Background: an optimization exercise with open tools, aiming at small area and a short achievable clock period. Do not read the settings as production practice.
Function was checked by simulation only, so behaviour that the tests miss may differ from the original.
No activity file was given, so power comes from the tool's default toggle rates.

==> flow/design.v (outline; a module is shown in full before it is edited, if it fits) <==
// module rv32i_c_inv: 3 lines
// module rv32i_c_nand2: 3 lines
// module rv32i_c_nand3: 3 lines
// module rv32i_c_nand4: 3 lines
// module rv32i_c_nor2: 3 lines
// module rv32i_c_nor3: 3 lines
// module rv32i_c_nor4: 3 lines
// module rv32i_c_nor2b: 3 lines
// module rv32i_c_nand2b: 3 lines
// module rv32i_c_a21oi: 3 lines
// module rv32i_c_o21ai: 3 lines
// module rv32i_c_a22oi: 3 lines
// module rv32i_c_a222oi: 3 lines
// module rv32i_c_xor2: 3 lines
// module rv32i_c_xnor2: 3 lines
// module rv32i_c_mux2i: 3 lines
// module rv32i_c_or2: 3 lines
// module rv32i_c_o2111ai: 3 lines
// module rv32i_rdport1: 871 lines
// module rv32i_rdport2: 873 lines
// module rv32i_add_alu: 547 lines
// module rv32i_add_jalr: 401 lines
// module rv32i_add_pc: 401 lines
// module rv32i_cmp: 210 lines
// module rv32i_shift: 293 lines
// module rv32i_wmux: 267 lines
// module rv32i_dec: 454 lines
// module rv32i_branch: 17 lines
// module rv32i_npc: 111 lines
// module rv32i_cpu: 162 lines
module rv32i_cpu (
    input  wire        clk,
    input  wire        rst_n,
    input  wire        calc_start,
    input  wire [31:0] gcd_a,
    input  wire [31:0] gcd_b,
    output wire [31:0] gcd_result,
    output wire [31:0] imem_addr,
    input  wire [31:0] imem_data
);
  // ...
==> flow/flow/run.sh <==
#!/bin/bash
# Layout flow: the standard synthesis, then every combinational cell is
# set to the smallest cell of its family (the synthesis maps many small
# hierarchical blocks and sizes their outputs for a generic load), then the
# standard flow from floorplan on, whose timing repair sizes cells up again
# where the timing needs it.  Port buffers are plain buffers.
set -euo pipefail
W=$(pwd)
bash standard.sh synth > "$W/log_synth.txt" 2>&1
ODB=$W/orfs/results/$FLOW_PLATFORM/rv32i_cpu/base/1_synth.odb
OR=$(command -v openroad || echo /OpenROAD-flow-scripts/tools/install/OpenROAD/bin/openroad)
ODB=$ODB "$OR" -no_splash -exit "$W/flow/downsize.tcl" > "$W/log_downsize.txt" 2>&1
# port buffers: a plain buffer (the default pick is a slow delay cell); the
# timing repair sizes them up where needed
bash standard.sh "BUFFER_PORTS_ARGS=-buffer_cell sky130_fd_sc_hd__buf_2" finish > "$W/log_finish.txt" 2>&1
==> flow/flow/downsize.tcl <==
# Set every combinational standard cell to the smallest cell of its family
# (same function and pins, drive strength suffix _N); at equal area take the
# stronger one.  Flip-flops keep the cell synthesis gave them.
read_db $::env(ODB)
set db [ord::get_db]
set block [ord::get_db_block]
set n 0
foreach inst [$block getInsts] {
  set m [$inst getMaster]
  set name [$m getName]
  if {![regexp {^(sky130_fd_sc_hd__[a-z0-9]+)_([0-9]+)$} $name -> base sz]} { continue }
  if {[regexp {__(df|dl|sdf|edf|sedf|conb|tap|fill|decap|clk)} $base]} { continue }
  set best $m
  set bw [$m getWidth]
  foreach s {0 1 2 3 4 6 8 12 16} {
    set c [$db findMaster "${base}_$s"]
    if {$c eq "NULL"} { continue }
    set w [$c getWidth]
    if {$w < $bw || ($w == $bw && $s > [regsub {.*_} [$best getName] {}])} {
      set best $c
      set bw $w
    }
  }
  if {$best ne $m} {
    $inst swapMaster $best
    incr n
  }
}
puts "downsize: swapped $n instances"
write_db $::env(ODB)
==> flow/standard.sh <==
#!/bin/bash
# synth_recipe.tcl (not shown) runs the flow's synth.tcl, then flattens the netlist and writes it again
# the make line also repeats each setting of config.mk as NAME=value (left out here)
make -C /OpenROAD-flow-scripts/flow DESIGN_CONFIG=/design/flow/config.mk WORK_HOME=/design/flow/orfs CLKGATE_MAP_FILE= SYNTH_SCRIPT=/design/flow/synth_recipe.tcl "${@:-finish}"
==> flow/config.mk <==
export PLATFORM = sky130hd
export DESIGN_NAME = rv32i_cpu
export DESIGN_NICKNAME = rv32i_cpu
export VERILOG_FILES = /design/flow/design.v
export SDC_FILE = /design/flow/constraint.sdc
export NUM_CORES = 4
export LEC_CHECK = 0
export CAP_MARGIN = 20
export CORE_MARGIN = 2
export CORE_UTILIZATION = 30
export SETUP_SLACK_MARGIN = 4.5
export SLEW_MARGIN = 20
export SYNTH_HIERARCHICAL = 1
export TNS_END_PERCENT = 10
==> flow/constraint.sdc <==
create_clock -name core_clock -period 10.0 [get_ports {clk}]
set_input_delay 2.0000 -clock core_clock [delete_from_list [all_inputs] [get_ports {clk}]]
set_output_delay 2.0000 -clock core_clock [all_outputs]
set_load 0.01 [all_outputs]
==> run summary, run 1 <==
Outcome
The run finished with no timing, DRC or antenna violations.

Floorplan
The core box area is 179000 um2. The overall die area is 184000 um2.

Layout
By area, the class that comes first in the final layout consists of sequential cells. At the end of the flow the core is filled with cells to 0.374. Registers take 29000 um2. The area growth from synthesis to layout is 23.8%. The fraction of final cell area spent on clock buffers and inverters in this run is 0.0525. The flip-flop count of the largest register after layout is 864. The final instance area is 66900 um2. In the final layout, the multi-input gates occupy 27100 um2.

Detailed routing
The detailed-route DRC error count is 0. The residual antenna-violating net count after detailed routing is 0.

Clocking
The clock net in this run drives a total of 992 sinks. In this run the post-CTS setup repair buffer count came out at 101.

Timing
The count of endpoints failing hold in the final timing report is 0. Measured against its own limit, the worst slew margin works out to 0.328. The transition at the pin with the smallest max-transition slack is 1.01 ns. Across all hold checks on the routed design, the worst slack comes to 0.458 ns. Setup repair after global routing could not meet its margin everywhere.

Worst setup path
Counting both buffers and inverters, the worst setup path holds a total of 5.

Pwr
The share of total power dissipated in combinational logic is 0.177. The peak supply drop is 0.000140 V. Power attributed to combinational cells is 1.90 mW. Power attributed to the clock group is 4.01 mW.

Min path
The class of the most critical hold timing path is flip-flop to flip-flop. The path with the worst hold slack has its endpoint at gen_reg[18].gen_store.v.

GRT
The global-route met3 utilization is 0.0933. In the global route stage, overall resource usage came out at 0.270. The met2 capacity usage during global routing is 0.403.

Place
In this run the cell area measured after placement is 59600 um2.
==> run 2, diff against run 1 <==
--- a/flow/config.mk
+++ b/flow/config.mk
@@ -9,3 +9,3 @@
 export CORE_MARGIN = 2
-export CORE_UTILIZATION = 30
+export CORE_UTILIZATION = 45
 export SETUP_SLACK_MARGIN = 4.5
==> run summary, run 2 <==
Outcome
Result of the run: no timing/DRC/antenna violations (unchanged).

Pwr
The peak supply drop is 0.000144 V (was 0.000140 V). The leakage power of the design was 23.5 nW (was 23.4 nW). The net load switching power was 3.34 mW (was 3.22 mW). The power density normalized to cell area is 166 nW/um2 (was 160 nW/um2).

The relative contribution of the clock network to total power is 0.385 (was 0.374). The fraction of power consumed by sequential logic is 0.439 (was 0.449). The cell-internal power is 7.69 mW (was 7.52 mW). The logic gate share of total power is 0.175 (was 0.177). The fraction of power spent switching nets is 0.303 (was 0.299).

Floorplan
The die height was 351 um (was 429 um). The overall die area is 123000 um2 (was 184000 um2). The row count is 127 (was 155).

The initial core utilization is 0.453 (was 0.302). The core box area is 119000 um2 (was 179000 um2). The width of the chip was 351 um (was 429 um). The boundary pin count is 163 (unchanged).

Worst setup path
The type of the worst setup path is primary input to flip-flop (unchanged). The cell with the largest stage delay on the worst path was nand4_1 (was nand2_1). The data required time at the worst endpoint is 10.64 ns (was 10.67 ns). The number of buffers and inverters on the critical path is 5 (unchanged).

The startpoint type of the worst setup path is a primary input (unchanged). The cell type with the highest occurrence count on the critical path is mux2i_1 (unchanged). The gate family responsible for the most delay along the worst path is simple AND/OR/NAND/NOR gates (unchanged). The peak fanout along the critical path is 11 (was 10).

The data arrival time of the worst path is 6.53 ns (was 6.58 ns). Worst path cell trace: buf_4 > inv_2 > nand2_4 > nor3_1 > buf_4 > a22oi_1 > nand4_1 > nor4_2 > buf_4 > mux2i_1 > mux2i_1 > mux2i_1 > mux2i_1 > mux2i_1 > mux2i_1 > inv_2 > a22oi_2 > nand3_2 > nand2_1 > nand2_1 (was buf_2 > buf_4 > nand2_1 > nor3_1 > buf_4 > a22oi_1 > nand4_1 > nor4_1 > buf_4 > mux2i_1 > mux2i_1 > mux2i_1 > mux2i_1 > mux2i_1 > mux2i_1 > inv_2 > a22oi_1 > nand3_1 > nand2_1 > nand2_1). The largest stage delay on the critical path is 0.49 ns (was 0.47 ns). The worst reg-to-reg setup slack came to 4.18 ns (was 4.17 ns). The kind of end point of the critical path is a flip-flop (unchanged).

Clocking
The clock net sink count is 992 (unchanged). The clock tree root driver cell is clkbuf_16 (unchanged). The worst-case clock buffer depth is 3 (unchanged). The H-tree depth is 3 (unchanged). The clock insertion delay at the later pin of the skew report was 0.78 ns (about the same). The TritonCTS clock tree is built (unchanged). The number of buffers created by CTS was 107 (was 106). The register clock-pin slew on the reported worst setup and hold paths came to 0.06 ns (about the same).

Timing
The achievable frequency is 170 MHz (was 169 MHz). The count of endpoints failing hold in the final timing report is 0 (unchanged). The final critical path time including I/O delays and setup is 5.89 ns (was 5.91 ns). The post-route setup TNS was 0 ns (unchanged). The setup slack of the critical path after layout came to 4.11 ns (was 4.09 ns). RSZ-0062 raised after global routing: yes (unchanged). The transition at the pin with the smallest max-transition slack is 1.24 ns (was 1.01 ns).

The post-route fraction of the period consumed by the critical path was 0.589 (was 0.591). The worst-case headroom to the max-slew limit is 0.174 (was 0.328). The number of pins exceeding their max-slew limit in the final report was 0 (unchanged). The maximum clock skew at final layout is 0.0635 ns (was 0.0743 ns). The final count of negative-setup-slack endpoints is 0 (unchanged). The smallest hold slack came to 0.461 ns (was 0.458 ns).

Detailed routing
The total wirelength of the detailed-routed design came to 259 mm (about the same). The met1 layer wirelength in the final routing is 96.3 mm (about the same). The residual antenna-violating net count after detailed routing came to 0 (unchanged). The detailed-routing iteration count for the pre-antenna-repair pass is 9 (was 12). The initial DRC count is 8558 (was 8615). The detail-routed net length per standard cell came to 35.8 um (was 32.5 um).

The detailed-route DRC error count is 0 (unchanged). The total length of routed met2 wires is 109 mm (was 111 mm). The count of vias placed by the detailed router is 50824 (was 50672). The average via count per standard cell is 7.04 (was 6.37). The total met3 wirelength after detailed routing came to 34.7 mm (was 33.6 mm).

The highest signal layer in the routed design is met5 (unchanged).

Place
The cell count after placement is 6913 (was 7641). The total half-perimeter wirelength after legalization and detailed placement is 178 mm (was 180 mm). The count of input and output buffers is 161 (unchanged). The pre-CTS setup slack is 1.83 ns (was 1.87 ns).

The final RePlAce weighted congestion was 1.06 (was 1.03).

GRT
The pin count of the biggest net entering global routing is 73 (was 88). The number of antenna violations at the first check in global routing is 9 (was 11). The global router's overall resource usage is 0.410 (was 0.270).

The global-route congestion overflow total came to 0 (unchanged). The number of global-route vias before repair is 47331 (was 48174). The wire length of the first global-routing pass is 356 mm (was 359 mm).

Layout
The most flop-heavy register is gen.gen_store.q (unchanged). The final non-filler cell total came to 7223 (was 7954). The post-route core utilization is 0.556 (was 0.374).

The signed area change from the synthesized netlist to the final layout is 22.9% (was 23.8%). The flip-flop count of the largest register after layout came to 864 (unchanged). The fraction of layout instances using a drive strength above 1 is 0.231 (was 0.221). Largest registers in the final layout: gen.gen_store.q: 864 flops, wb_d: 32 flops, x10_q: 32 flops (unchanged). Most used cells in the layout excluding fill and tap cells: 989 x a22oi_1, 864 x edfxtp_1, 480 x nand2_1 (was 1002 x a22oi_1, 864 x edfxtp_1, 477 x nand2_1).

The most common cell after layout, fill and taps aside is a22oi_1 (unchanged). The net count of the finished layout is 5612 (was 5603).

Yosys
The synthesized area divided by synthesized cell count is 10.5 um2 (unchanged). The synthesis warning total is 7 (unchanged). The area of the mapped netlist is 54100 um2 (unchanged).

The number of instances in the synthesized netlist is 5128 (unchanged).

Min path
The class of the most critical hold timing path is flip-flop to flip-flop (unchanged).

Run
The reported max-cap violation count is 0 (unchanged).
## run 2: path summary, 6_finish.rpt
kind,from,end,cells after the start
worst max-delay path,imem_data[15],x10_q[2],20
worst min-delay path,gen_reg[20].gen_store.v,gen_reg[20].gen_store.v,1
worst max register to register,wb_v,x10_q[2],23
worst min register to register,gen_reg[20].gen_store.v,gen_reg[20].gen_store.v,1
max in group asynchronous,rst_n,gen_reg[16].gen_store.v,2
min in group asynchronous,rst_n,x10_q[3],1
## run 2: timing repair
item	4_1_cts	5_1_grt
setup endpoints to repair	95	95
pin swaps	79	57
buffers inserted	62	35
resized for setup	430	146
hold buffers	0	0
cloned	4	1
## run 2: power groups by stage
stage               logic [mW]  registers (mW)  clock network [mW]
global route              2.03            4.85                4.44
detailed placement        1.71            4.92                   0
finish                    1.93            4.85                4.25
floorplan                0.972            4.93                   0
CTS                       1.83            4.84                4.29
global placement          1.71            4.92                   0
## run 2: layout make-up
cell class / count / area, um2
clock buffer: 117 / 2720
multi-input combinational: 3756 / 27200
tap: 1612 / 2020
inverter: 114 / 483
timing repair buffer: 541 / 4040
fill: 10393 / 53000
clock inverter: 84 / 1060
sequential: 992 / 29000
antenna: 7 / 17.5
## run 2: metrics by stage
stage               cell area, um2  power, mW
finish                       66500       11.0
global route                 66500       11.3
CTS                          65400       11.0
detailed placement           58700       6.64
global placement             58500       6.63
floorplan                    54200       5.90
## run 2: per-layer routing
metal,track usage,vias up
met3,0.144,882
li1,-,21008
met1,0.524,24959
met5,0,-
met4,0.235,10
met2,0.603,3965
==> run 3, diff against run 2 <==
--- a/flow/config.mk
+++ b/flow/config.mk
@@ -13,2 +13,2 @@
 export SYNTH_HIERARCHICAL = 1
-export TNS_END_PERCENT = 10
+export TNS_END_PERCENT = 25
==> run summary, run 3 <==
Floorplan
The overall die area was 123000 um2 (unchanged). The boundary pin count is 163 (unchanged). The width of the chip is 351 um (unchanged). The row count is 127 (unchanged). The initial core utilization is 0.453 (unchanged).

The core box area was 119000 um2 (unchanged). The die height is 351 um (unchanged).

Pwr
The logic gate share of total power is 0.175 (about the same). The fraction of power spent switching nets is 0.305 (was 0.303). The fraction of power consumed by sequential logic was 0.442 (was 0.439). The peak supply drop is 0.000162 V (was 0.000144 V). The power density normalized to cell area is 165 nW/um2 (was 166 nW/um2). The cell-internal power is 7.65 mW (was 7.69 mW).

The leakage power of the design came to 23.7 nW (was 23.5 nW). The relative contribution of the clock network to total power was 0.383 (was 0.385). The net load switching power is 3.35 mW (was 3.34 mW).

Timing
The number of pins exceeding their max-slew limit in the final report is 0 (unchanged). The final count of negative-setup-slack endpoints is 0 (unchanged). The final critical path time including I/O delays and setup is 5.88 ns (was 5.89 ns). The transition at the pin with the smallest max-transition slack is 1.17 ns (was 1.24 ns). The smallest hold slack came to 0.460 ns (was 0.461 ns).

The worst-case headroom to the max-slew limit is 0.221 (was 0.174). The setup slack of the critical path after layout came to 4.12 ns (was 4.11 ns). The maximum clock skew at final layout was 0.0773 ns (was 0.0635 ns). RSZ-0062 raised after global routing: yes (unchanged). The post-route fraction of the period consumed by the critical path was 0.588 (was 0.589). The achievable frequency is 170 MHz (about the same).

The post-route setup TNS is 0 ns (unchanged). The count of endpoints failing hold in the final timing report was 0 (unchanged).

Clocking
The clock net sink count is 992 (unchanged). The TritonCTS clock tree is built (unchanged). The register clock-pin slew on the reported worst setup and hold paths was 0.06 ns (about the same). The worst-case clock buffer depth is 3 (unchanged). The clock insertion delay at the later pin of the skew report was 0.79 ns (was 0.78 ns).

The number of buffers created by CTS was 107 (unchanged). The clock tree root driver cell was clkbuf_16 (unchanged). The H-tree depth came to 3 (unchanged).

The quantity of hold-fixing buffers added after cts is 0 (unchanged).

Yosys
The synthesis warning total was 7 (unchanged). The number of instances in the synthesized netlist was 5128 (unchanged). The synthesized area divided by synthesized cell count is 10.5 um2 (unchanged).

The area of the mapped netlist is 54100 um2 (unchanged).

GRT
The number of antenna violations at the first check in global routing came to 7 (was 9). The pin count of the biggest net entering global routing is 78 (was 73). The wire length of the first global-routing pass is 358 mm (was 356 mm). The global-route congestion overflow total came to 0 (unchanged).

The number of global-route vias before repair was 47354 (was 47331). The global router's overall resource usage came to 0.413 (was 0.410).

Layout
The most flop-heavy register is gen.gen_store.q (unchanged). Largest registers in the final layout: gen.gen_store.q: 864 flops, wb_d: 32 flops, x10_q: 32 flops (unchanged). The post-route core utilization was 0.558 (was 0.556). The most common cell after layout, fill and taps aside is a22oi_1 (unchanged). The net count of the finished layout is 5648 (was 5612). The final non-filler cell total is 7257 (was 7223). Most used cells in the layout excluding fill and tap cells: 993 x a22oi_1, 864 x edfxtp_1, 471 x nand2_1 (was 989 x a22oi_1, 864 x edfxtp_1, 480 x nand2_1). The final-layout fill cell count is 10301 (was 10393).

The fraction of layout instances using a drive strength above 1 came to 0.237 (was 0.231). The flip-flop count of the largest register after layout is 864 (unchanged). The signed area change from the synthesized netlist to the final layout came to 23.4% (was 22.9%).

Min path
The class of the most critical hold timing path is flip-flop to flip-flop (unchanged). The launch instance of the worst min-delay path is gen_reg[19].gen_store.v (was gen_reg[20].gen_store.v).

Worst setup path
The critical path startpoint was imem_data[18] (was imem_data[15]). The data required time at the worst endpoint is 10.58 ns (was 10.64 ns). The type of the worst setup path is primary input to flip-flop (unchanged). The kind of end point of the critical path is a flip-flop (unchanged). The termination of the worst setup path is pc_q[23] (was x10_q[2]).

The startpoint of the lowest-slack register-to-register path is wb_rd[3] (was wb_v). The peak fanout along the critical path is 16 (was 11). The worst-case reg-to-reg path depth is 23 (unchanged). The startpoint type of the worst setup path is a primary input (unchanged). The data arrival time of the worst path was 6.47 ns (was 6.53 ns). The critical register-to-register path endpoint is x10_q[10] (was x10_q[2]).

The worst reg-to-reg setup slack is 4.22 ns (was 4.18 ns).

Detailed routing
The detail-routed net length per standard cell is 35.9 um (was 35.8 um). The average via count per standard cell is 7.08 (was 7.04). The residual antenna-violating net count after detailed routing is 0 (unchanged). The initial DRC count is 9003 (was 8558). The total wirelength of the detailed-routed design came to 261 mm (was 259 mm). The detailed-routing iteration count for the pre-antenna-repair pass is 13 (was 9). The count of vias placed by the detailed router is 51397 (was 50824). The detailed-route DRC error count is 0 (unchanged).

Place
The pre-CTS setup slack came to 1.49 ns (was 1.83 ns). The final RePlAce weighted congestion came to 1.06 (about the same). The cell count after placement was 6918 (was 6913). The total half-perimeter wirelength after legalization and detailed placement is 177 mm (was 178 mm). The count of input and output buffers is 161 (unchanged).

Run
The reported max-cap violation count is 0 (unchanged).

Outcome
Result of the run: no timing/DRC/antenna violations (unchanged).
==> run 3: critical path, stage by stage <==
cell	delay, ns
buf_4	0.33
inv_4	0.26
nand3_1	0.27
nor3_1	0.10
buf_4	0.21
a22oi_1	0.21
nand4_1	0.40
nor4_2	0.39
buf_4	0.22
xnor2_1	0.12
nand2_1	0.11
nor4_4	0.47
nand2_1	0.16
or2_2	0.30
a22oi_2	0.17
buf_6	0.15
nand3_4	0.08
buf_12	0.17
mux2i_1	0.18
o21ai_1	0.09
==> run 3: through the flow <==
step,area [um2],total power [mW]
2_1_floorplan,54300,5.90
3_3_place_gp,58600,6.63
3_5_place_dp,58800,6.64
4_1_cts,66000,10.9
5_1_grt,66700,11.3
6_report,66700,11.0
==> run 3: metal layers <==
layer | global-route usage | wire length, um | vias up
li1 | - | - | 21061
met1 | 0.535 | 96100 | 25165
met2 | 0.600 | 108000 | 4181
met3 | 0.131 | 35600 | 986
met4 | 0.258 | 20400 | 4
met5 | 0 | 160 | -
==> run 3: area by class of cell <==
cell class,instances,area [um2],area share
Tap cell,1612,2020,0.0302
Inverter,114,480,0.00720
Sequential cell,992,29000,0.434
Antenna cell,5,12.5,0.000188
Timing Repair Buffer,577,4260,0.0638
Multi-Input combinational cell,3756,27200,0.408
Clock buffer,124,2790,0.0419
Clock inverter,77,962,0.0144
==> run 3: worst min path at each step <==
stage	endpoint	slack [ns]	cells past startpoint
after detailed placement	gen_reg[12].gen_store.v	0.44	1
after global routing	gen_reg[23].gen_store.v	0.47	1
after global placement	gen_reg[12].gen_store.v	0.44	1
after CTS	gen_reg[9].gen_store.v	0.46	1
after floorplan	gen_reg[12].gen_store.v	0.43	1
final	gen_reg[19].gen_store.v	0.46	1
==> run 3: power by group through the flow <==
| stage | Sequential, mW | Clock, mW | Combinational, mW |
|---|---|---|---|
| finish | 4.87 | 4.22 | 1.92 |
| detailed placement | 4.94 | 0 | 1.70 |
| floorplan | 4.93 | 0 | 0.972 |
| CTS | 4.85 | 4.25 | 1.82 |
| global placement | 4.94 | 0 | 1.70 |
| global route | 4.87 | 4.41 | 2.01 |
==> run 3: repair_timing <==
item | 4_1_cts | 5_1_grt
pin swaps | 97 | 50
buffers inserted | 103 | 25
gates cloned | 4 | 0
endpoints found under the setup margin | 95 | 95
resized for setup | 454 | 98
==> run 4, diff against run 3 <==
--- a/flow/config.mk
+++ b/flow/config.mk
@@ -9,3 +9,3 @@
 export CORE_MARGIN = 2
-export CORE_UTILIZATION = 45
+export CORE_UTILIZATION = 55
 export SETUP_SLACK_MARGIN = 4.5
@@ -13,2 +13,2 @@
 export SYNTH_HIERARCHICAL = 1
-export TNS_END_PERCENT = 25
+export TNS_END_PERCENT = 10
==> run summary, run 4 <==
Outcome
Result of the run: no timing/DRC/antenna violations (unchanged).

Worst setup path
The peak fanout along the critical path was 11 (was 16). The worst reg-to-reg setup slack is 3.95 ns (was 4.22 ns). The critical register-to-register path endpoint was pc_q[30] (was x10_q[10]). The kind of end point of the critical path is a flip-flop (unchanged). The data arrival time of the worst path is 6.75 ns (was 6.47 ns). The worst-case reg-to-reg path depth came to 22 (was 23).

The type of the worst setup path is primary input to flip-flop (unchanged). The startpoint type of the worst setup path is a primary input (unchanged). The startpoint of the lowest-slack register-to-register path is wb_v (was wb_rd[3]). The data required time at the worst endpoint was 10.65 ns (was 10.58 ns).

Timing
The post-route setup TNS is 0 ns (unchanged). The smallest hold slack is 0.458 ns (was 0.460 ns). The count of endpoints failing hold in the final timing report is 0 (unchanged). The post-route fraction of the period consumed by the critical path is 0.610 (was 0.588). The final count of negative-setup-slack endpoints is 0 (unchanged).

The final critical path time including I/O delays and setup is 6.10 ns (was 5.88 ns). The transition at the pin with the smallest max-transition slack came to 1.23 ns (was 1.17 ns). The worst-case headroom to the max-slew limit is 0.183 (was 0.221).

RSZ-0062 raised after global routing: yes (unchanged). The number of pins exceeding their max-slew limit in the final report is 0 (unchanged). The achievable frequency is 164 MHz (was 170 MHz). The setup slack of the critical path after layout is 3.90 ns (was 4.12 ns). The maximum clock skew at final layout came to 0.0711 ns (was 0.0773 ns).

Detailed routing
The detailed-route DRC error count is 0 (unchanged). The residual antenna-violating net count after detailed routing is 0 (unchanged). The count of vias placed by the detailed router was 51705 (was 51397).

The total wirelength of the detailed-routed design is 246 mm (was 261 mm). The initial DRC count is 9632 (was 9003). The average via count per standard cell is 7.56 (was 7.08). The detail-routed net length per standard cell is 35.9 um (about the same). The detailed-routing iteration count for the pre-antenna-repair pass was 11 (was 13).

Pwr
The logic gate share of total power is 0.169 (was 0.175). The peak supply drop is 0.000154 V (was 0.000162 V). The relative contribution of the clock network to total power is 0.377 (was 0.383).

The net load switching power came to 3.15 mW (was 3.35 mW). The fraction of power spent switching nets is 0.294 (was 0.305). The fraction of power consumed by sequential logic is 0.454 (was 0.442). The total power of the final layout was 10.7 mW (was 11.0 mW).

The leakage power of the design is 23.3 nW (was 23.7 nW). The cell-internal power is 7.56 mW (was 7.65 mW). The power density normalized to cell area is 164 nW/um2 (was 165 nW/um2).

Layout
The most common cell after layout, fill and taps aside is a22oi_1 (unchanged). Most used cells in the layout excluding fill and tap cells: 1006 x a22oi_1, 864 x edfxtp_1, 479 x nand2_1 (was 993 x a22oi_1, 864 x edfxtp_1, 471 x nand2_1). The net count of the finished layout is 5558 (was 5648). The signed area change from the synthesized netlist to the final layout is 20.5% (was 23.4%). The final instance area is 65200 um2 (was 66700 um2). The fraction of layout instances using a drive strength above 1 was 0.212 (was 0.237). Largest registers in the final layout: gen.gen_store.q: 864 flops, wb_d: 32 flops, x10_q: 32 flops (unchanged). The flip-flop count of the largest register after layout came to 864 (unchanged). The final-layout fill cell count was 7439 (was 10301). The most flop-heavy register is gen.gen_store.q (unchanged).

Place
The total half-perimeter wirelength after legalization and detailed placement was 166 mm (was 177 mm). The final RePlAce weighted congestion is 1.06 (about the same). The count of input and output buffers is 161 (unchanged). The placed cell area is 58000 um2 (was 58800 um2).

The pre-CTS setup slack is 1.32 ns (was 1.49 ns).

Clocking
The quantity of hold-fixing buffers added after cts came to 0 (unchanged). The worst-case clock buffer depth was 3 (unchanged). The H-tree depth is 3 (unchanged). The register clock-pin slew on the reported worst setup and hold paths is 0.06 ns (about the same). The TritonCTS clock tree is built (unchanged). The clock net sink count is 992 (unchanged). The number of buffers created by CTS is 102 (was 107). The clock tree root driver cell was clkbuf_16 (unchanged). The clock insertion delay at the later pin of the skew report is 0.75 ns (was 0.79 ns).

Floorplan
The die height is 318 um (was 351 um). The core box area is 98000 um2 (was 119000 um2). The overall die area is 101000 um2 (was 123000 um2). The row count came to 115 (was 127). The initial core utilization is 0.552 (was 0.453).

The width of the chip is 318 um (was 351 um). The boundary pin count is 163 (unchanged).

Yosys
The synthesis warning total is 7 (unchanged). The synthesized area divided by synthesized cell count is 10.5 um2 (unchanged). The number of instances in the synthesized netlist is 5128 (unchanged). The area of the mapped netlist is 54100 um2 (unchanged).

Min path
The launch instance of the worst min-delay path is gen_reg[27].gen_store.v (was gen_reg[19].gen_store.v). The cell depth of the worst min-delay path is 1 (unchanged). The class of the most critical hold timing path is flip-flop to flip-flop (unchanged). The worst-case hold path end point was gen_reg[27].gen_store.v (was gen_reg[19].gen_store.v).

GRT
The number of antenna violations at the first check in global routing is 11 (was 7). The global router's overall resource usage was 0.471 (was 0.413). The global-route congestion overflow total came to 0 (unchanged).

The wire length of the first global-routing pass was 341 mm (was 358 mm). The pin count of the biggest net entering global routing is 49 (was 78). The number of global-route vias before repair is 48141 (was 47354).

Run
The reported max-cap violation count was 0 (unchanged).
==> run 4: area by class of cell <==
type	instances	area, um2	share of cell area
well taps	1287	1610	0.0247
flip-flops and latches	992	29000	0.445
repair buffers	492	3700	0.0567
inverters	114	478	0.00733
clock buffers	126	2720	0.0418
clock inverters	66	828	0.0127
diodes	10	25.0	0.000384
multi-input cells	3756	26800	0.412
==> run 4: metrics by stage <==
step,util,instances
after floorplan,-,5130
after global placement,0.590,6549
after detailed placement,0.592,6552
after CTS,0.657,6799
after global routing,0.665,6833
final,0.665,6843
==> run 4: worst max path at each step <==
stage	slack, ns	to	startpoint	cells past startpoint
2_1_floorplan	4.14	x10_q[31]	imem_data[28]	16
4_1_cts	4.19	pc_q[30]	imem_data[3]	22
5_1_grt	3.93	x10_q[30]	imem_data[3]	21
3_5_place_dp	1.32	pc_q[30]	imem_data[3]	17
6_report	3.90	x10_q[30]	imem_data[6]	21
3_3_place_gp	1.38	pc_q[30]	imem_data[3]	17
==> run 4: power groups by stage <==
stage	combinational (mW)	sequential [mW]	clock, mW
after global routing	1.89	4.87	4.19
final	1.81	4.86	4.04
after global placement	1.59	4.94	0
after floorplan	0.972	4.93	0
after CTS	1.71	4.85	4.04
after detailed placement	1.61	4.94	0
==> run 4: repair_timing <==
action | CTS | global route
cloned | 3 | 1
setup buffers | 52 | 33
pin swaps | 61 | 40
gates resized for setup | 401 | 95
setup endpoints to repair | 95 | 95
==> run 4: critical path, stage by stage <==
cell and delay [ns]:
buf_2 0.13, inv_4 0.13, nand3_4 0.10, buf_12 0.17, o2111ai_2 0.34, nor2_1 0.24
a22oi_1 0.37, nand4_1 0.35, nor4_4 0.48, xor2_1 0.31, nand2_1 0.19, a21oi_2 0.31
o21ai_2 0.20, a21oi_4 0.31, o21ai_2 0.17, a21oi_2 0.33, xnor2_1 0.16, nand2_1 0.08
nand3_1 0.18, nand2_1 0.07, nand2_1 0.09
==> run 4: metal layers <==
metal  share of wire  track usage
met5          0.0010            0
met3            0.16        0.197
met1            0.35        0.597
met2            0.41        0.673
met4           0.077        0.279
==> run 5, diff against run 4 <==
--- a/flow/config.mk
+++ b/flow/config.mk
@@ -9,6 +9,6 @@
 export CORE_MARGIN = 2
-export CORE_UTILIZATION = 55
-export SETUP_SLACK_MARGIN = 4.5
+export CORE_UTILIZATION = 30
+export SETUP_SLACK_MARGIN = 5.0
 export SLEW_MARGIN = 20
 export SYNTH_HIERARCHICAL = 1
-export TNS_END_PERCENT = 10
+export TNS_END_PERCENT = 100
==> run summary, run 5 <==
Pwr
The power density normalized to cell area is 159 nW/um2 (was 164 nW/um2). The total power of the final layout is 11.1 mW (was 10.7 mW). The fraction of power consumed by sequential logic came to 0.438 (was 0.454). The relative contribution of the clock network to total power is 0.385 (was 0.377). The net load switching power is 3.34 mW (was 3.15 mW).

The peak supply drop is 0.000135 V (was 0.000154 V). The logic gate share of total power is 0.177 (was 0.169). The fraction of power spent switching nets is 0.301 (was 0.294). The cell-internal power is 7.77 mW (was 7.56 mW). The leakage power of the design is 24.5 nW (was 23.3 nW).

Worst setup path
The peak fanout along the critical path is 16 (was 11). The data required time at the worst endpoint was 10.65 ns (about the same). The startpoint type of the worst setup path is a primary input (unchanged).

The kind of end point of the critical path is a flip-flop (unchanged). The data arrival time of the worst path is 6.43 ns (was 6.75 ns). The type of the worst setup path is primary input to flip-flop (unchanged).

Clocking
The register clock-pin slew on the reported worst setup and hold paths came to 0.07 ns (was 0.06 ns). The clock insertion delay at the later pin of the skew report was 0.79 ns (was 0.75 ns). The number of buffers created by CTS is 108 (was 102).

The TritonCTS clock tree is built (unchanged). The H-tree depth is 3 (unchanged). The quantity of hold-fixing buffers added after cts is 0 (unchanged).

The clock net sink count is 992 (unchanged). The worst-case clock buffer depth is 3 (unchanged). The clock tree root driver cell is clkbuf_16 (unchanged).

Detailed routing
The initial DRC count is 8230 (was 9632). The detailed-routing iteration count for the pre-antenna-repair pass came to 10 (was 11). The highest signal layer in the routed design is met5 (unchanged). The detail-routed net length per standard cell came to 32.2 um (was 35.9 um). The detailed-route DRC error count was 0 (unchanged).

The total wirelength of the detailed-routed design was 258 mm (was 246 mm). The count of vias placed by the detailed router was 51145 (was 51705). The met1 layer wirelength in the final routing was 93.6 mm (was 85.5 mm). The average via count per standard cell is 6.39 (was 7.56). The residual antenna-violating net count after detailed routing is 0 (unchanged). The total met3 wirelength after detailed routing is 33.8 mm (was 40.1 mm). The total length of routed met2 wires is 111 mm (was 101 mm).

Floorplan
The initial core utilization was 0.302 (was 0.552). The row count is 155 (was 115). The die height was 429 um (was 318 um). The boundary pin count came to 163 (unchanged). The width of the chip is 429 um (was 318 um). The core box area was 179000 um2 (was 98000 um2). The overall die area is 184000 um2 (was 101000 um2).

Outcome
Result of the run: no timing/DRC/antenna violations (unchanged).

Place
The count of input and output buffers is 161 (unchanged). The total half-perimeter wirelength after legalization and detailed placement was 178 mm (was 166 mm). The cell count after placement is 7613 (was 6552).

The pre-CTS setup slack is 1.78 ns (was 1.32 ns). The final RePlAce weighted congestion was 1.05 (was 1.06).

Timing
The final critical path time including I/O delays and setup was 5.78 ns (was 6.10 ns). The final count of negative-setup-slack endpoints is 0 (unchanged). The maximum clock skew at final layout is 0.0482 ns (was 0.0711 ns). The achievable frequency is 173 MHz (was 164 MHz).

The number of pins exceeding their max-slew limit in the final report was 0 (unchanged). The smallest hold slack came to 0.458 ns (about the same). The transition at the pin with the smallest max-transition slack is 1.12 ns (was 1.23 ns). The worst-case headroom to the max-slew limit came to 0.249 (was 0.183). The setup slack of the critical path after layout is 4.22 ns (was 3.90 ns). The count of endpoints failing hold in the final timing report was 0 (unchanged). The post-route fraction of the period consumed by the critical path is 0.578 (was 0.610). The post-route setup TNS is 0 ns (unchanged). RSZ-0062 raised after global routing: yes (unchanged).

Layout
The final non-filler cell total came to 8007 (was 6843). Largest registers in the final layout: gen.gen_store.q: 864 flops, wb_d: 32 flops, x10_q: 32 flops (unchanged). The net count of the finished layout is 5651 (was 5558). The flip-flop count of the largest register after layout is 864 (unchanged). The most flop-heavy register is gen.gen_store.q (unchanged). The most common cell after layout, fill and taps aside was a22oi_1 (unchanged). The fraction of layout instances using a drive strength above 1 is 0.269 (was 0.212). Most used cells in the layout excluding fill and tap cells: 967 x a22oi_1, 864 x edfxtp_1, 461 x nand2_1 (was 1006 x a22oi_1, 864 x edfxtp_1, 479 x nand2_1). The signed area change from the synthesized netlist to the final layout is 29.0% (was 20.5%). The final-layout fill cell count was 17052 (was 7439).

Yosys
The synthesis warning total is 7 (unchanged). The number of instances in the synthesized netlist is 5128 (unchanged). The area of the mapped netlist came to 54100 um2 (unchanged). The synthesized area divided by synthesized cell count is 10.5 um2 (unchanged).

Run
The reported max-cap violation count was 0 (unchanged).

GRT
The wire length of the first global-routing pass is 357 mm (was 341 mm). The global router's overall resource usage is 0.267 (was 0.471). The number of antenna violations at the first check in global routing is 12 (was 11). The number of global-route vias before repair is 48141 (unchanged).

The pin count of the biggest net entering global routing is 63 (was 49). The global-route congestion overflow total came to 0 (unchanged).

Min path
The class of the most critical hold timing path is flip-flop to flip-flop (unchanged).
-- run 5: changes by cell type in the layout (fill, tap and decap cells not counted), moves of 24 or more --
| cell | before | now |
|---|---|---|
| nor3_2 | 47 | 23 |
| mux2i_1 | 220 | 169 |
| a22oi_1 | 1006 | 967 |
| nor3_4 | 74 | 110 |
| mux2i_2 | 3 | 30 |
| mux2i_4 | 0 | 24 |
| nand3_1 | 68 | 36 |
| buf_4 | 299 | 359 |
| nand3_2 | 14 | 42 |
| a22oi_2 | 20 | 59 |
-- run 5: worst max-delay path: stages --
cell and delay, ns:
buf_4 0.32, inv_4 0.28, nand3_1 0.29, nor3_1 0.09, buf_4 0.21, a22oi_1 0.22
nand4_1 0.31, nor4_2 0.50, buf_4 0.26, nand2b_1 0.10, a21oi_1 0.18, o21ai_1 0.10
a21oi_1 0.19, o21ai_2 0.12, a21oi_2 0.28, inv_2 0.06, a22oi_2 0.14, buf_4 0.17
nand3_4 0.10, clkbuf_16 0.20, mux2i_1 0.18, o21ai_1 0.07
-- run 5: routing by layer --
metal / GRT usage / up-vias
met4: 0.157 / 14
li1: - / 21104
met2: 0.407 / 3761
met5: 0 / -
met1: 0.328 / 25376
met3: 0.0914 / 890
-- run 5: layout make-up --
| type | count | area [um2] | area share |
|---|---|---|---|
| diodes | 6 | 15.0 | 0.000215 |
| clock buffers | 130 | 2880 | 0.0412 |
| clock inverters | 75 | 898 | 0.0129 |
| inverters | 114 | 512 | 0.00733 |
| multi-input cells | 3756 | 28800 | 0.412 |
| flip-flops and latches | 992 | 29000 | 0.415 |
| well taps | 2355 | 2950 | 0.0422 |
| repair buffers | 579 | 4780 | 0.0685 |
-- run 5: power groups by stage --
stage | sequential [mW] | clock [mW] | combinational, mW
2_1_floorplan | 4.93 | 0 | 0.978
6_report | 4.86 | 4.27 | 1.97
3_5_place_dp | 4.93 | 0 | 1.67
3_3_place_gp | 4.93 | 0 | 1.66
5_1_grt | 4.87 | 4.48 | 2.08
4_1_cts | 4.85 | 4.32 | 1.83
-- run 5: path summary, 6_finish.rpt --
path | start | endpoint | slack, ns | cells after the start
worst min-delay path | gen_reg[14].gen_store.v | gen_reg[14].gen_store.v | 0.46 | 1
max in group asynchronous | rst_n | gen_reg[18].gen_store.v | 7.41 | 2
worst min register to register | gen_reg[14].gen_store.v | gen_reg[14].gen_store.v | 0.46 | 1
worst max-delay path | imem_data[17] | pc_q[13] | 4.22 | 22
min in group asynchronous | rst_n | pc_q[8] | 1.29 | 1
worst max register to register | wb_v | pc_q[13] | 4.31 | 25
-- run 5: per-stage QoR --
stage / utilization / cell area [um2]
2_1_floorplan: - / 54700
3_3_place_gp: 0.333 / 59600
3_5_place_dp: 0.334 / 59800
4_1_cts: 0.382 / 68300
5_1_grt: 0.390 / 69800
6_report: 0.390 / 69800
-- run 5: repair_timing --
action                     CTS  global route
buffers inserted           123            51
pin swaps                  132            78
cloned                       5             4
setup endpoints to repair   95            95
gates resized for setup    620           181

re-timing with driven ports:
How much do the figures lean on ideal ports? The routed layouts below were timed once more, with nothing changed but the port constraints.
Step 1 sets driving cells, clkbuf_16 on the clock port and buf_2 on the other inputs (assumed; they add their load-dependent delay and slew).
Step 2 moves the port delays by t, midway between the first and last clock arrival at a register: inputs arrive t later, outputs are due t later. That takes back most of the time a late clock gives input paths.
Slacks: ideal ports / drivers / drivers and shift; pairs: ideal ports / drivers.
| run | t, ns | setup slack, ns | worst hold slack (ns) | clock arrival spread, ns | cell pins on the clock port's net |
|---|---|---|---|---|---|
| run 1 | 0.838 | 4.089 / 4.001 / 3.163 | 0.458 / 0.458 / 0.458 | 0.075 / 0.076 | 1 |
| run 2 | 0.837 | 4.108 / 4.164 / 3.327 | 0.461 / 0.461 / 0.461 | 0.064 / 0.064 | 1 |
| run 3 | 0.835 | 4.117 / 4.118 / 3.283 | 0.460 / 0.460 / 0.460 | 0.077 / 0.077 | 1 |
| run 4 | 0.787 | 3.903 / 3.948 / 3.162 | 0.458 / 0.458 / 0.458 | 0.071 / 0.071 | 1 |
| run 5 | 0.855 | 4.223 / 4.217 / 3.362 | 0.458 / 0.458 / 0.458 | 0.049 / 0.049 | 1 |
After both steps setup and hold are still met in every run listed. For run 1, which loses most, drivers alone change the setup slack by -0.088 ns; drivers and shift together by -0.926 ns.
